Source: an optimization exercise on an open RTL-to-GDS flow (aim: small area). Production flows keep margins and buffers that such runs may drop.
RTL that was checked went through simulation tests only; none was proved equivalent to the original.

==> flow/design.v (excerpt) <==
module top_level (
    input clk, reset,
    input logic signed [10:0] sig_modulated_fixed_real,
    input logic signed [10:0] sig_modulated_fixed_imag,
    input logic signed [10:0] demod_Lo_real,
    input logic signed [10:0] demod_Lo_imag,
    output logic signed [61:0] sig_demod_30_real,
    output logic signed [61:0] sig_demod_30_imag
);
Settings: LEC_CHECK=0, CAP_MARGIN=20, CORE_MARGIN=2, CORE_UTILIZATION=50, CTS_BUF_LIST=sky130_fd_sc_hd__clkbuf_8, GPL_TIMING_DRIVEN=0, SETUP_SLACK_MARGIN=0.2, SLEW_MARGIN=20, SYNTH_HIERARCHICAL=1, SYNTH_MINIMUM_KEEP_SIZE=0; clock period 10.0 ns.
standard.sh (not shown) runs the stock make flow with config.mk's settings and CLKGATE_MAP_FILE= SYNTH_SCRIPT=/design/flow/synth_recipe.tcl, a recipe that flattens the netlist after the stock synthesis.
==> flow/flow/run.sh <==
#!/bin/bash
# The standard layout, with smaller port buffers: buffer_ports otherwise picks
# clkdlybuf4s50_1 for every port.
set -euo pipefail
export BUFFER_PORTS_ARGS="-buffer_cell sky130_fd_sc_hd__buf_2"
bash standard.sh > standard.log 2>&1
The first run went through all stages and came out clean.
==> next run, changes <==
--- a/flow/config.mk
+++ b/flow/config.mk
@@ -11,5 +11,5 @@
 export CTS_BUF_LIST = sky130_fd_sc_hd__clkbuf_8
 export GPL_TIMING_DRIVEN = 0
-export SETUP_SLACK_MARGIN = 0.2
+export SETUP_SLACK_MARGIN = 0.1
 export SLEW_MARGIN = 20
 export SYNTH_HIERARCHICAL = 1
After rerunning: Design area goes down by about 0.53%. Routed wire length goes down by 0.61%. Synthesized area is unchanged.


v16:
top_level, a different RTL version from the one above (not shown whole).
Size in the first run: roughly 170 I/O pins, roughly 0.026 mm² of cells after synthesis.
export LEC_CHECK = 0
export CAP_MARGIN = 0
export CORE_MARGIN = 2
export CORE_UTILIZATION = 50
export SLEW_MARGIN = 0
export SYNTH_HIERARCHICAL = 1
export SYNTH_MINIMUM_KEEP_SIZE = 0
create_clock -name core_clock -period 10.0 [get_ports {clk}]
run.sh (not shown) runs the stock make flow with config.mk's settings and CLKGATE_MAP_FILE= SYNTH_SCRIPT=/design/flow/synth_recipe.tcl, a recipe that flattens the netlist after the stock synthesis.
Stock flow here: none of the scripts above is used.
Per the final summary, v16 finished and its layout is clean on timing, DRC and antenna.
> inputs changed (v16 -> v23)
--- a/flow/config.mk
+++ b/flow/config.mk
@@ -6,8 +6,8 @@
 export NUM_CORES = 4
 export LEC_CHECK = 0
-export CAP_MARGIN = 0
+export CAP_MARGIN = 20
 export CORE_MARGIN = 2
 export CORE_UTILIZATION = 50
-export SLEW_MARGIN = 0
+export SLEW_MARGIN = 20
 export SYNTH_HIERARCHICAL = 1
 export SYNTH_MINIMUM_KEEP_SIZE = 0
==> run notes <==
From v23 to v16, total wirelength of the detailed-routed design did not move at all. Comparing v23 against v16, there is no change at all in met2 track demand over resource. Compared v23 against v16; fmax within noise. Post-synth net total: v23 vs v16, no meaningful difference. As far as total congestion overflow goes, v16 and v23 are indistinguishable; the numbers are identical. Reported for v23 and v16, first-pass GRT wire length turned out identical to the last digit. Number of well-tap cells placed: v16 vs v23, no meaningful difference. v23 reached the end of the flow, and the finished layout is clean on the timing, DRC and antenna checks. From v16 to v23 the numbers moved as follows: buffering stage count on the worst path with inverters included has remained practically unchanged; die outline area has remained practically unchanged; clock skew has remained practically unchanged.
Modified inputs, v33 compared to v23
--- a/flow/config.mk
+++ b/flow/config.mk
@@ -6,8 +6,9 @@
 export NUM_CORES = 4
 export LEC_CHECK = 0
-export CAP_MARGIN = 20
+export CAP_MARGIN = 0
 export CORE_MARGIN = 2
 export CORE_UTILIZATION = 50
-export SLEW_MARGIN = 20
+export GPL_TIMING_DRIVEN = 0
+export SLEW_MARGIN = 0
 export SYNTH_HIERARCHICAL = 1
 export SYNTH_MINIMUM_KEEP_SIZE = 0
Results
From v33 to v23, hold-fix buffer count after cts did not move at all. Sequential share of layout area ends up higher on v33. The wire length on met3 number comes out higher for v33 vs v23.


Another version of the RTL of top_level (not shown whole).
Size: ~2700 cells after synthesis, about 170 flip-flops.
Settings: LEC_CHECK=0, CAP_MARGIN=20, CORE_MARGIN=2, CORE_UTILIZATION=50, GPL_TIMING_DRIVEN=0, SLEW_MARGIN=20, SYNTH_HIERARCHICAL=1, SYNTH_MINIMUM_KEEP_SIZE=0; clock period 10.0 ns.
Then changed:
==> flow/flow/run.sh (new file) <==
#!/bin/bash
# The standard layout, with smaller port buffers: buffer_ports otherwise picks
# clkdlybuf4s50_1 for every port.
set -euo pipefail
export BUFFER_PORTS_ARGS="-buffer_cell sky130_fd_sc_hd__buf_2"
bash standard.sh > standard.log 2>&1
==> flow/standard.sh (new file) <==
#!/bin/bash
# synth_recipe.tcl (not shown) runs the flow's synth.tcl, then flattens the netlist and writes it again
# the make line also repeats each setting of config.mk as NAME=value (left out here)
make -C /OpenROAD-flow-scripts/flow DESIGN_CONFIG=/design/flow/config.mk WORK_HOME=/design/flow/orfs CLKGATE_MAP_FILE= SYNTH_SCRIPT=/design/flow/synth_recipe.tcl "${@:-finish}"
- CTS_BUF_LIST: default -> sky130_fd_sc_hd__clkbuf_2 sky130_fd_sc_hd__clkbuf_4 sky130_fd_sc_hd__clkbuf_8
- SETUP_SLACK_MARGIN: default -> 0.1
removed: flow/run.sh
Wire length is lower by 4.2%. Register-to-register slack degrades by 0.02 ns. Setup slack gains 0.063 ns. Global-route usage goes down by 1.1 points. Die area is unchanged. Cell area fell by about 5.5%. Via count shrinks by 1.7%. Worst hold slack gains 0.0048 ns.
Then changed:
==> flow/run.sh (new file) <==
#!/bin/bash
# synth_recipe.tcl (not shown) runs the flow's synth.tcl, then flattens the netlist and writes it again
# the make line also repeats each setting of config.mk as NAME=value (left out here)
make -C /OpenROAD-flow-scripts/flow DESIGN_CONFIG=/design/flow/config.mk WORK_HOME=/design/flow/orfs CLKGATE_MAP_FILE= SYNTH_SCRIPT=/design/flow/synth_recipe.tcl finish
- CTS_BUF_LIST: sky130_fd_sc_hd__clkbuf_2 sky130_fd_sc_hd__clkbuf_4 sky130_fd_sc_hd__clkbuf_8 -> default
- GPL_TIMING_DRIVEN: 0 -> default
- SETUP_SLACK_MARGIN: 0.1 -> default
removed: flow/flow/run.sh
removed: flow/standard.sh
What happened: The changed run ran to the end with no violations; register-to-register slack gets better by 1.6 ns; cell area goes up by 7.3%; worst setup slack improved by 0.031 ns; sequential share of layout area fell by 0.93 points; global-route usage goes down by 2.7 points; routed wire length drops by 8.4%; fmax increases by 0.32%; synthesized cell count stays the same; clock skew is lower by 0.0056 ns.
Then changed:
==> flow/flow/run.sh (new file) <==
#!/bin/bash
# The standard layout, with smaller port buffers: buffer_ports otherwise picks
# clkdlybuf4s50_1 for every port.
set -euo pipefail
export BUFFER_PORTS_ARGS="-buffer_cell sky130_fd_sc_hd__buf_2"
bash standard.sh > standard.log 2>&1
==> flow/standard.sh (new file) <==
#!/bin/bash
# synth_recipe.tcl (not shown) runs the flow's synth.tcl, then flattens the netlist and writes it again
# the make line also repeats each setting of config.mk as NAME=value (left out here)
make -C /OpenROAD-flow-scripts/flow DESIGN_CONFIG=/design/flow/config.mk WORK_HOME=/design/flow/orfs CLKGATE_MAP_FILE= SYNTH_SCRIPT=/design/flow/synth_recipe.tcl "${@:-finish}"
- GPL_TIMING_DRIVEN: default -> 0
- SETUP_SLACK_MARGIN: default -> 0.2
removed: flow/run.sh
Outcome: Global-route usage is higher by 2.7 points. Synthesized area stays the same. Setup slack is better by 0.093 ns.


Setup of build 47:
Another version of the RTL of top_level (not shown whole).
Size in the first run: about 2500 cells after synthesis, about 170 I/O pins, roughly 23000 um2 of cells after synthesis.
==> flow/config.mk <==
export PLATFORM = sky130hd
export DESIGN_NAME = top_level
export DESIGN_NICKNAME = top_level
export VERILOG_FILES = /design/flow/design.v
export SDC_FILE = /design/flow/constraint.sdc
export NUM_CORES = 4
export LEC_CHECK = 0
export CAP_MARGIN = 20
export CORE_MARGIN = 2
export CORE_UTILIZATION = 50
export CTS_BUF_LIST = sky130_fd_sc_hd__clkbuf_8
export GPL_TIMING_DRIVEN = 0
export SETUP_SLACK_MARGIN = 0.1
export SLEW_MARGIN = 20
export SYNTH_HIERARCHICAL = 1
export SYNTH_MINIMUM_KEEP_SIZE = 0
==> flow/constraint.sdc <==
create_clock -name core_clock -period 10.0 [get_ports {clk}]
set_input_delay 2.0000 -clock core_clock [delete_from_list [all_inputs] [get_ports {clk}]]
set_output_delay 2.0000 -clock core_clock [all_outputs]
set_load 0.01 [all_outputs]
standard.sh (not shown) runs the stock make flow with config.mk's settings and CLKGATE_MAP_FILE= SYNTH_SCRIPT=/design/flow/synth_recipe.tcl, a recipe that flattens the netlist after the stock synthesis.
==> flow/flow/run.sh <==
#!/bin/bash
# The standard layout, with smaller port buffers: buffer_ports otherwise picks
# clkdlybuf4s50_1 for every port.
set -euo pipefail
export BUFFER_PORTS_ARGS="-buffer_cell sky130_fd_sc_hd__buf_2"
bash standard.sh > standard.log 2>&1
Relative to build 47, the following input files were edited for build 59:
Settings: SETUP_SLACK_MARGIN now 0.03, was 0.1.
==> flow/flow/run.sh <==
#!/bin/bash
# The standard layout with smaller port buffers: buffer_ports otherwise picks
# clkdlybuf4s50_1 for every port. Outputs get buf_1 (from a hook run before
# global placement), inputs buf_4.
set -euo pipefail
export PRE_GLOBAL_PLACE_TCL="$(pwd)/flow/hook_out.tcl"
export BUFFER_PORTS_ARGS="-inputs -buffer_cell sky130_fd_sc_hd__buf_4"
bash standard.sh > standard.log 2>&1
==> flow/flow/hook_out.tcl (new file) <==
# buffer the outputs with the smallest buffer; global_place.tcl then buffers the inputs
buffer_ports -outputs -buffer_cell sky130_fd_sc_hd__buf_1
Results
Build 59 ended with more post-layout minimum cycle time than build 47.
Build 59 vs build 47: wire length of the first global-routing pass down
Build 47 ran to completion and came out clean on the timing, DRC and antenna checks.
Build 59: PASS, flow complete, no timing, DRC or antenna violations
Final worst slack in build 59 is 0.041 ns lower than in build 47
Delta(average wire length per cell after detail routing, build 59 - build 47) < 0
Build 59 has wire length the detailed router placed on met1 below what build 47 had.
Global-route usage was higher in build 47 than in build 59.
Of build 47 and build 59, the lower clock latency of the later-clocked register in the worst-skew pair belongs to build 47.
Compared with build 47, build 59 shows a cell area that is 0.53% lower.
Compared with build 47, build 59 shows a lower area growth from synthesis to layout.
Relative to build 59, the following input files were edited for build 37:
Settings: SETUP_SLACK_MARGIN now 0.1, was 0.03.
--- a/flow/flow/run.sh
+++ b/flow/flow/run.sh
@@ -4 +4 @@
-# global placement), inputs buf_4.
+# global placement), inputs buf_2.
@@ -7 +7 @@
-export BUFFER_PORTS_ARGS="-inputs -buffer_cell sky130_fd_sc_hd__buf_4"
+export BUFFER_PORTS_ARGS="-inputs -buffer_cell sky130_fd_sc_hd__buf_2"
## What came out
Per the comparison of build 37 with build 59, final design utilization level, final-layout worst hold slack shows no meaningful change, post-layout worst setup margin shows an increase of 0.12 ns, final-layout clock-cell area share roughly the same. Any difference in global-route total usage across every layer between build 59 and build 37 is small enough to ignore.
Function was not checked in any run of this note: the RTL went through the layout flow alone.

==> what the ideal ports hide <==
Ports are ideal in the flow. The routed layouts listed here were re-timed in OpenROAD.
Step 1 sets driving cells, clkbuf_16 on the clock port and buf_2 on the other inputs (assumed; they add their load-dependent delay and slew).
Step 2 adds t to the input delays and takes it off the output delays; t is the mean of the earliest and latest rising clock arrival at the registers after step 1. Input paths then give back, and output paths get back, about the clock's delay inside the block.
Three values: no drivers, after step 1, after step 2; two values: the first two.
run | t (ns) | setup slack, ns | worst setup path at the end | slew at the worst register clock pin (ns)
the first run of note 1 | 0.536 | 0.374 / 0.392 / -0.144 | input to register | 0.10 / 0.10
the second run of note 1 | 0.534 | 0.331 / 0.349 / -0.185 | input to register | 0.10 / 0.10
v16 | 0.498 | 0.382 / 0.402 / -0.096 | input to register | 0.08 / 0.08
v23 | 0.498 | 0.382 / 0.402 / -0.096 | input to register | 0.08 / 0.08
v33 | 0.509 | 0.221 / 0.248 / -0.261 | input to register | 0.08 / 0.08
the first run of note 3 | 0.501 | 0.210 / 0.242 / -0.259 | input to register | 0.08 / 0.08
the second run of note 3 | 0.542 | 0.273 / 0.296 / -0.246 | input to register | 0.10 / 0.10
the third run of note 3 | 0.502 | 0.304 / 0.320 / -0.182 | input to register | 0.08 / 0.08
the fourth run of note 3 | 0.495 | 0.396 / 0.408 / -0.088 | input to register | 0.07 / 0.07
build 47 | 0.526 | 0.300 / 0.319 / -0.207 | input to register | 0.09 / 0.09
build 59 | 0.551 | 0.258 / 0.268 / -0.283 | input to register | 0.10 / 0.10
build 37 | 0.546 | 0.383 / 0.407 / -0.139 | input to register | 0.10 / 0.10
Met with ideal ports but missed after step 2: setup timing in every run listed. The setup slack of build 59, which loses most, moves by +0.010 ns with the drivers and by -0.541 ns with both steps.
